From an optimization exercise on the open Yosys and OpenROAD flow, aimed at small area; shortcuts taken in it are not production practice. RTL that was checked went through simulation tests only; none was proved equivalent to the original. No activity file was given, so power comes from the tool's default toggle rates.

## planeController
module planeController
#(
    parameter   OUT_NUM = 64,
    parameter   D_WIDTH = 8,     
    parameter   C_WIDTH = 5,      
    parameter   MCU_CLK_DIVIDER = 2  
)
(
    input       clk,
    input       reset,
    input       [D_WIDTH - 1:0] dataIn,
    input       dataEn,
    input       rs,
    output      [OUT_NUM - 1:0] pwmOut,
    output      mcuClk
);
reg [C_WIDTH - 1:0] mem [0:OUT_NUM - 1];
reg [D_WIDTH - 2:0] memAddr;  
reg [C_WIDTH - 1:0] cnt;  
reg incDec;  
reg pwmEnabled;  
reg prevDataEn;
reg syncDataEn;
reg dataEnNegEdge;
assign mcuClk = cnt[MCU_CLK_DIVIDER];
wire clean, wr;
wire [D_WIDTH - 2:0] memAddrNext;
wire incDecNext, pwmEnabledNext, dataEnNegEdgeNext;
wire [C_WIDTH - 1:0] cntNext;
planeController_ctrl ctrl (
    .reset(reset), .dataIn(dataIn), .rs(rs),
    .dataEnNegEdge(dataEnNegEdge), .prevDataEn(prevDataEn), .syncDataEn(syncDataEn),
    .memAddr(memAddr), .incDec(incDec), .pwmEnabled(pwmEnabled), .cnt(cnt),
    .clean(clean), .wr(wr),
    .memAddrNext(memAddrNext), .incDecNext(incDecNext),
    .pwmEnabledNext(pwmEnabledNext), .dataEnNegEdgeNext(dataEnNegEdgeNext),
    .cntNext(cntNext)
);
always @(posedge clk) begin
    memAddr <= memAddrNext;
    incDec <= incDecNext;
    pwmEnabled <= pwmEnabledNext;
    cnt <= cntNext;
    dataEnNegEdge <= dataEnNegEdgeNext;
    syncDataEn <= dataEn;
    prevDataEn <= syncDataEn;
end
wire [C_WIDTH - 1:0] wdata;
wire [C_WIDTH - 1:0] nc;
wire [7:0] nga, ngb;
planeController_shared shared (
    .dataIn(dataIn[C_WIDTH - 1:0]), .clean(clean), .wr(wr), .cnt(cnt),
    .pwmEnabled(pwmEnabled), .memAddr(memAddr),
    .wdata(wdata), .nc(nc), .nga(nga), .ngb(ngb)
);
genvar i;
generate
for (i = 0; i < OUT_NUM; i = i + 1) begin: pwmOuts
    wire we = ~(nga[i % 8] | ngb[i / 8]);
    always @(posedge clk) begin
        if (we)
            mem[i] <= wdata;
    end
    wire [C_WIDTH - 1:0] m = mem[i];
    wire g2;
    planeController_cmp3 lo (.m(m[2:0]), .n(nc[2:0]), .o(g2));
    planeController_cmp2 hi (.m(m[4:3]), .n(nc[4:3]), .ci(g2), .o(pwmOut[i]));
end
endgenerate
endmodule  
Size: ~1000 cells after synthesis, ~340 flip-flops, about 77 I/O pins.
clock: 10.0 ns
lec_check: 0
cap_margin: 5
core_margin: 2
core_utilization: 75
place_density: 0.9
slew_margin: 5
synth_hierarchical: 1
standard.sh (not shown) runs the stock make flow with config.mk's settings and CLKGATE_MAP_FILE= SYNTH_SCRIPT=/design/flow/synth_recipe.tcl, a recipe that flattens the netlist after the stock synthesis.
==> flow/flow/run.sh <==
#!/bin/bash
# Layout flow: the standard ORFS flow (standard.sh), with
#  - port buffers of the smallest buffer cell,
#  - after placement repair, combinational cells downsized to the smallest
#    drive strength that keeps timing and the slew/capacitance limits met
#    (flow/downsize.tcl),
#  - clock tree synthesis of smaller clock buffers in larger clusters and
#    without dummy loads.
# ORFS writes each step's log under orfs/logs; make's own output goes to
# standard.log.
set -e
export BUFFER_PORTS_ARGS="-buffer_cell sky130_fd_sc_hd__buf_1"
export POST_RESIZE_TCL="$(pwd)/flow/downsize.tcl"
export CTS_ARGS="-sink_clustering_enable -repair_clock_nets -dont_use_dummy_load -buf_list sky130_fd_sc_hd__clkbuf_4 -sink_clustering_size 10 -sink_clustering_max_diameter 50"
bash standard.sh > standard.log 2>&1
==> flow/flow/downsize.tcl <==
# Downsize combinational cells to the smallest drive strength that keeps
# timing and the slew/capacitance limits met.
proc my_downsize { {slack_min 1.0e-9} } {
  estimate_parasitics -placement
  set slew0 [sta::max_slew_violation_count]
  set cap0 [sta::max_capacitance_violation_count]
  set saved 0.0
  set n 0
  foreach inst [get_cells *] {
    set ref [get_property $inst ref_name]
    if { ![regexp {^(sky130_fd_sc_hd__[a-z0-9]+)_([0-9]+)$} $ref -> base size] } { continue }
    if { $size <= 1 } { continue }
    if { [regexp {clkbuf|clkinv|dfxtp|edfxtp|dfrtp|tap|fill|decap|diode|dly} $base] } { continue }
    set cands {}
    foreach s {0 1 2 4} {
      if { $s >= $size } { break }
      set lc [get_lib_cells -quiet */${base}_$s]
      if { [llength $lc] } { lappend cands [list ${base}_$s [get_property [lindex $lc 0] area]] }
    }
    set a0 [get_property [lindex [get_lib_cells */$ref] 0] area]
    foreach c $cands {
      lassign $c cname carea
      replace_cell $inst [lindex [get_lib_cells */$cname] 0]
      estimate_parasitics -placement
      if { [sta::worst_slack_cmd max] >= $slack_min
           && [sta::max_slew_violation_count] <= $slew0
           && [sta::max_capacitance_violation_count] <= $cap0 } {
        set saved [expr {$saved + $a0 - $carea}]
        incr n
        break
      }
      replace_cell $inst [lindex [get_lib_cells */$ref] 0]
    }
  }
  estimate_parasitics -placement
  puts "my_downsize: resized $n cells, saved $saved um2"
}

my_downsize
The baseline completed with no timing, DRC or antenna violations.
Edit:
==> flow/flow/run.sh (replaced) <==
#!/bin/bash
# Layout flow: the standard ORFS flow (standard.sh), with
#  - clock tree synthesis of smaller clock buffers in larger clusters and
#    without dummy loads,
#  - port buffers of the smallest buffer cell.
# ORFS writes each step's log under orfs/logs; make's own output goes to
# standard.log.
set -e
export CTS_ARGS="-sink_clustering_enable -repair_clock_nets -dont_use_dummy_load -buf_list sky130_fd_sc_hd__clkbuf_4 -sink_clustering_size 10 -sink_clustering_max_diameter 50"
export BUFFER_PORTS_ARGS="-buffer_cell sky130_fd_sc_hd__buf_1"
bash standard.sh > standard.log 2>&1
removed: flow/flow/downsize.tcl
Result:
- The new run completed without violations
- cell area increases by about 0.75%
- power barely changes
- maximum frequency increases by about 4%
- global-route usage increases by 0.42 points
- final cell count stays flat
- routed wire length increases by 2.2%

========
Setup of ember:
Another version of the RTL of planeController (not shown whole).
For scale: about 1100 cells after synthesis, roughly 0.014 mm2 of cells after synthesis.
Settings: LEC_CHECK=0, CAP_MARGIN=20, CORE_MARGIN=2, CORE_UTILIZATION=40, CTS_BUF_LIST=sky130_fd_sc_hd__clkbuf_4, SLEW_MARGIN=20, SYNTH_HIERARCHICAL=1; clock period 10.0 ns.
run.sh (not shown) runs the stock make flow with config.mk's settings and CLKGATE_MAP_FILE= SYNTH_SCRIPT=/design/flow/synth_recipe.tcl, a recipe that flattens the netlist after the stock synthesis.
Stock flow here: none of the scripts above is used.
The following lists how yarrow was set up differently from ember:
Settings: clearing CTS_BUF_LIST, which used to be sky130_fd_sc_hd__clkbuf_4; swapping 40 for 65 in CORE_UTILIZATION.
==> flow/flow/run.sh (new file) <==
#!/bin/bash
# Layout flow: the standard ORFS flow (standard.sh), with
#  - clock tree synthesis of smaller clock buffers in larger clusters and
#    without dummy loads,
#  - port buffers of the smallest buffer cell.
# ORFS writes each step's log under orfs/logs; make's own output goes to
# standard.log.
set -e
export CTS_ARGS="-sink_clustering_enable -repair_clock_nets -dont_use_dummy_load -buf_list sky130_fd_sc_hd__clkbuf_4 -sink_clustering_size 10 -sink_clustering_max_diameter 50"
export BUFFER_PORTS_ARGS="-buffer_cell sky130_fd_sc_hd__buf_1"
bash standard.sh > standard.log 2>&1
==> flow/standard.sh (new file) <==
#!/bin/bash
# synth_recipe.tcl (not shown) runs the flow's synth.tcl, then flattens the netlist and writes it again
# the make line also repeats each setting of config.mk as NAME=value (left out here)
make -C /OpenROAD-flow-scripts/flow DESIGN_CONFIG=/design/flow/config.mk WORK_HOME=/design/flow/orfs CLKGATE_MAP_FILE= SYNTH_SCRIPT=/design/flow/synth_recipe.tcl "${@:-finish}"
removed: flow/run.sh
Results
ember vs yarrow, cell with the largest stage delay on the worst path: sky130_fd_sc_hd__buf_6 vs sky130_fd_sc_hd__buf_4
| switching fraction of total power | lower: yarrow |
Delta (yarrow minus ember): wire length of the first global-routing pass lower, combinational share of power higher, post-detailed-routing wire length lower, non-clock buffer count higher, final cell count without fillers lower.
## Diff of input files: garnet against yarrow
Settings: changing CORE_UTILIZATION from 65 to 40.
### Flow results
[compare] base=yarrow new=garnet: clock group share of total power rose 0.8 points; worst hold slack fell 0.0071 ns; xor/xnor cell area share of the yosys netlist about even.
| sequential share of layout area | higher: yarrow |
Global-route usage | garnet below yarrow
garnet ended up with a higher routed wire length than yarrow did.
Looking at fmax across both flows, garnet is the stronger of the two, with yarrow trailing.
garnet ends up with a transition time at the pin with the least slew margin that is 0.058 ns lower than in yarrow.
[inputs] maple vs garnet
Settings: CTS_CLUSTER_SIZE now 30, previously not set; CTS_BUF_LIST now sky130_fd_sc_hd__clkbuf_2, previously not set.
==> flow/run.sh (new file) <==
#!/bin/bash
# synth_recipe.tcl (not shown) runs the flow's synth.tcl, then flattens the netlist and writes it again
# the make line also repeats each setting of config.mk as NAME=value (left out here)
make -C /OpenROAD-flow-scripts/flow DESIGN_CONFIG=/design/flow/config.mk WORK_HOME=/design/flow/orfs CLKGATE_MAP_FILE= SYNTH_SCRIPT=/design/flow/synth_recipe.tcl finish
removed: flow/flow/run.sh
removed: flow/standard.sh
- From garnet to maple the numbers moved as follows: utilization increased by 2.5 points relative to the old numbers, share of the final layout cell area in sequential cells decreased 3.5 points.
- Summary: final setup slack of the worst path, maple worse than garnet
- Compared garnet against maple; number of primary I/O pins within noise.
- Delta (maple minus garnet): mean number of vias per cell fell by 1.9%; minimum hold slack decreased 0.0059 ns; global-route usage went up; routing usage on met3 held steady; path depth of the worst reg2reg path now sits lower.
- Diff garnet and maple: measured slew at the worst slew-check pin lower in garnet
- Net load switching power delta (maple − garnet): unfavourable
No functional check of the RTL was part of any run of this note.

========
planeController, a different RTL version from the one above (not shown whole).
Size in the first run: roughly 77 I/O pins, roughly 14,000 um2 of cells after synthesis.
clock: 10.0 ns
lec_check: 0
cap_margin: 5
core_margin: 2
core_utilization: 65
gpl_timing_driven: 0
place_density: 0.8
slew_margin: 5
synth_hierarchical: 1
standard.sh (not shown) runs the stock make flow with config.mk's settings and CLKGATE_MAP_FILE= SYNTH_SCRIPT=/design/flow/synth_recipe.tcl, a recipe that flattens the netlist after the stock synthesis.
==> flow/flow/run.sh <==
#!/bin/bash
# Layout flow: the standard ORFS flow (standard.sh), with
#  - clock tree synthesis of smaller clock buffers in larger clusters and
#    without dummy loads,
#  - port buffers of the smallest buffer cell.
# ORFS writes each step's log under orfs/logs; make's own output goes to
# standard.log.
set -e
export CTS_ARGS="-sink_clustering_enable -repair_clock_nets -dont_use_dummy_load -buf_list sky130_fd_sc_hd__clkbuf_4 -sink_clustering_size 10 -sink_clustering_max_diameter 50"
export BUFFER_PORTS_ARGS="-buffer_cell sky130_fd_sc_hd__buf_1"
bash standard.sh > standard.log 2>&1
Rerun with:
- GPL_TIMING_DRIVEN: 0 -> unset
What happened: The new run went through all stages and came out clean; worst setup slack got worse by 0.44 ns; critical path depth stays the same; power is about the same; fmax went down by 7.8%; register-to-register slack barely changes; count of clock-buffer cells in the layout stays the same; sequential power barely changes; wire length barely changes; final cell count went down by 1.8%; synthesized area is unchanged; hold slack improved by 0.0089 ns.
Rerun with:
- CORE_UTILIZATION: 65 -> 75
- PLACE_DENSITY: 0.8 -> 0.9
Cell area decreases by 0.69%.
Utilization increases by 11 points.
Cell count decreases by 3.6%.
Clock-buffer cell count stays the same.
Worst setup slack got worse by 0.41 ns.
No run of this note included a check of the RTL's function; only the layout flow was run.

========
Setup of old:
The RTL this note starts from:
==> flow/design.v <==
module planeController
#(
    parameter   OUT_NUM = 64,
    parameter   D_WIDTH = 8,     
    parameter   C_WIDTH = 5,      
    parameter   MCU_CLK_DIVIDER = 2  
)
(
    input       clk,
    input       reset,
    input       [D_WIDTH - 1:0] dataIn,
    input       dataEn,
    input       rs,
    output      [OUT_NUM - 1:0] pwmOut,
    output      mcuClk
);
reg [C_WIDTH - 1:0] mem [0:OUT_NUM - 1];
reg [D_WIDTH - 2:0] memAddr;  
reg [C_WIDTH - 1:0] cnt;  
reg incDec;  
reg pwmEnabled;  
reg prevDataEn;
reg syncDataEn;
reg dataEnNegEdge;
assign mcuClk = cnt[MCU_CLK_DIVIDER];
wire exec   = reset & dataEnNegEdge;
wire cmd    = exec & rs;
wire wr     = exec & ~rs;
wire clean  = cmd & (dataIn == 8'b0000_0001);
wire hi0    = ~(dataIn[6] | dataIn[5] | dataIn[4]);
wire setCmd = cmd & dataIn[7];
wire zeroCmd = cmd & ~dataIn[7] & hi0 & ~dataIn[3] & ~dataIn[2] & dataIn[1];
wire dirCmd = cmd & ~dataIn[7] & hi0 & ~dataIn[3] & dataIn[2];
wire enCmd  = cmd & ~dataIn[7] & hi0 & dataIn[3];
wire [D_WIDTH - 2:0] addrToggle;
assign addrToggle[0] = wr;
genvar k;
generate
for (k = 1; k < D_WIDTH - 1; k = k + 1) begin: addrStep
    assign addrToggle[k] = addrToggle[k - 1] & ~(memAddr[k - 1] ^ incDec);
end
endgenerate
wire addrKeep = reset & ~zeroCmd;
always @(posedge clk) begin
    memAddr <= {(D_WIDTH - 1){addrKeep}} &
               (setCmd ? dataIn[D_WIDTH - 2:0] : memAddr ^ addrToggle);
    incDec <= reset & (dirCmd ? dataIn[1] : incDec);
    pwmEnabled <= reset & (enCmd ? dataIn[2] : pwmEnabled);
end
always @(posedge clk) begin
    dataEnNegEdge <= prevDataEn & ~syncDataEn;
    syncDataEn <= dataEn;
    prevDataEn <= syncDataEn;
end
wire [C_WIDTH - 1:0] cntToggle = {&cnt[3:0], &cnt[2:0], &cnt[1:0], cnt[0], 1'b1};
always @(posedge clk) begin
    if (!reset)
        cnt <= 0;
    else if (cnt[4] & cnt[3] & cnt[2] & cnt[1])
        cnt <= 0;
    else
        cnt <= cnt ^ cntToggle;
end
wire [C_WIDTH - 1:0] wdata;
wire [C_WIDTH - 1:0] nc;
wire [7:0] nga, ngb;
planeController_shared shared (
    .dataIn(dataIn[C_WIDTH - 1:0]), .clean(clean), .wr(wr), .cnt(cnt),
    .pwmEnabled(pwmEnabled), .memAddr(memAddr),
    .wdata(wdata), .nc(nc), .nga(nga), .ngb(ngb)
);
genvar i;
generate
for (i = 0; i < OUT_NUM; i = i + 1) begin: pwmOuts
    wire we = ~(nga[i % 8] | ngb[i / 8]);
    always @(posedge clk) begin
        if (we)
            mem[i] <= wdata;
    end
    wire [C_WIDTH - 1:0] m = mem[i];
    wire g2;
    planeController_cmp3 lo (.m(m[2:0]), .n(nc[2:0]), .o(g2));
    planeController_cmp2 hi (.m(m[4:3]), .n(nc[4:3]), .ci(g2), .o(pwmOut[i]));
end
endgenerate
endmodule  
module planeController_shared (
    input  [4:0] dataIn,
    input        clean,
    input        wr,
    input  [4:0] cnt,
    input        pwmEnabled,
    input  [6:0] memAddr,
    output [4:0] wdata,
    output [4:0] nc,
    output [7:0] nga,
    output [7:0] ngb
);
    assign wdata = {dataIn[4:1], dataIn[0] & ~clean};
    assign nc = ~(cnt | {5{~pwmEnabled}});
    genvar j;
    for (j = 0; j < 8; j = j + 1) begin: dec
        assign nga[j] = ~(clean | (wr & ~memAddr[6] & (memAddr[2:0] == j)));
        assign ngb[j] = ~(clean | (memAddr[5:3] == j));
    end
endmodule
module planeController_cmp3 (
    input  [2:0] m,
    input  [2:0] n,
    output o
);
    wire a = ~((m[1] & n[1]) | (m[0] & n[0]));
    wire b = ~((m[2] | n[2]) & (m[1] | n[1]));
    wire c = ~(m[2] & n[2]);
    assign o = ~((a | b) & c);
endmodule
module planeController_cmp2 (
    input  [1:0] m,
    input  [1:0] n,
    input  ci,
    output o
);
    wire g0 = (m[0] & n[0]) | (m[0] & ci) | (n[0] & ci);
    assign o = (m[1] & n[1]) | (m[1] & g0) | (n[1] & g0);
endmodule
==> flow/config.mk <==
export PLATFORM = sky130hd
export DESIGN_NAME = planeController
export DESIGN_NICKNAME = planeController
export VERILOG_FILES = /design/flow/design.v
export SDC_FILE = /design/flow/constraint.sdc
export NUM_CORES = 4
export LEC_CHECK = 0
export CAP_MARGIN = 5
export CORE_MARGIN = 2
export CORE_UTILIZATION = 82
export PLACE_DENSITY = 0.92
export SLEW_MARGIN = 5
export SYNTH_HIERARCHICAL = 1
==> flow/constraint.sdc <==
create_clock -name core_clock -period 10.0 [get_ports {clk}]
set_input_delay 2.0000 -clock core_clock [delete_from_list [all_inputs] [get_ports {clk}]]
set_output_delay 2.0000 -clock core_clock [all_outputs]
set_load 0.01 [all_outputs]
Scripts as last shown in full above: flow/flow/run.sh
Setup changes, old to new
diff --git a/flow/config.mk b/flow/config.mk
--- a/flow/config.mk
+++ b/flow/config.mk
@@ -8,6 +8,6 @@
 export CAP_MARGIN = 5
 export CORE_MARGIN = 2
-export CORE_UTILIZATION = 82
-export PLACE_DENSITY = 0.92
+export CORE_UTILIZATION = 75
+export PLACE_DENSITY = 0.9
 export SLEW_MARGIN = 5
 export SYNTH_HIERARCHICAL = 1
--- outcome ---
Against old, new comes in 2000 µm lower on total wirelength of the detailed-routed design.
| area of the core | higher: new |
Row well-tap cell count: new higher / old lower
On cell area after layout, old tracks new almost exactly.

## static timing again, ports no longer ideal
Ports are ideal in the flow. The routed layouts listed here were re-timed in OpenROAD.
Step 1 (the two cells are an assumption about what drives the block):
set clk [get_ports {clk}]
set_driving_cell -lib_cell sky130_fd_sc_hd__clkbuf_16 $clk
set_driving_cell -lib_cell sky130_fd_sc_hd__buf_2 [delete_from_list [all_inputs] $clk]
Step 2 also shifts input and output timing later by t, the mid clock arrival at the registers, as if the neighbouring blocks saw the same clock.
a / b / c = ideal ports / drivers / drivers and shift; a / b = the first two.
run | shift t [ns] | setup WS [ns] | worst setup path after step 2 | cell pins on the clock port's net
the first run of note 1 | 0.690 | 3.896 / 3.853 / 4.232 | input to register | 1
the second run of note 1 | 0.663 | 4.142 / 4.102 / 4.765 | register to output | 1
ember | 0.727 | 4.046 / 4.002 / 4.729 | register to output | 1
yarrow | 0.681 | 4.144 / 4.099 / 4.780 | register to output | 1
garnet | 0.663 | 4.377 / 4.337 / 5.000 | register to output | 1
maple | 0.891 | 3.879 / 3.831 / 4.722 | register to output | 1
the first run of note 3 | 0.677 | 4.716 / 4.674 / 5.351 | register to output | 1
the second run of note 3 | 0.671 | 4.272 / 4.227 / 4.898 | register to output | 1
the third run of note 3 | 0.671 | 3.863 / 3.825 / 4.496 | register to output | 1
old | 0.675 | 4.254 / 4.214 / 4.889 | register to output | 1
new | 0.678 | 4.135 / 4.098 / 4.776 | register to output | 1
After both steps setup and hold are still met in every run listed.
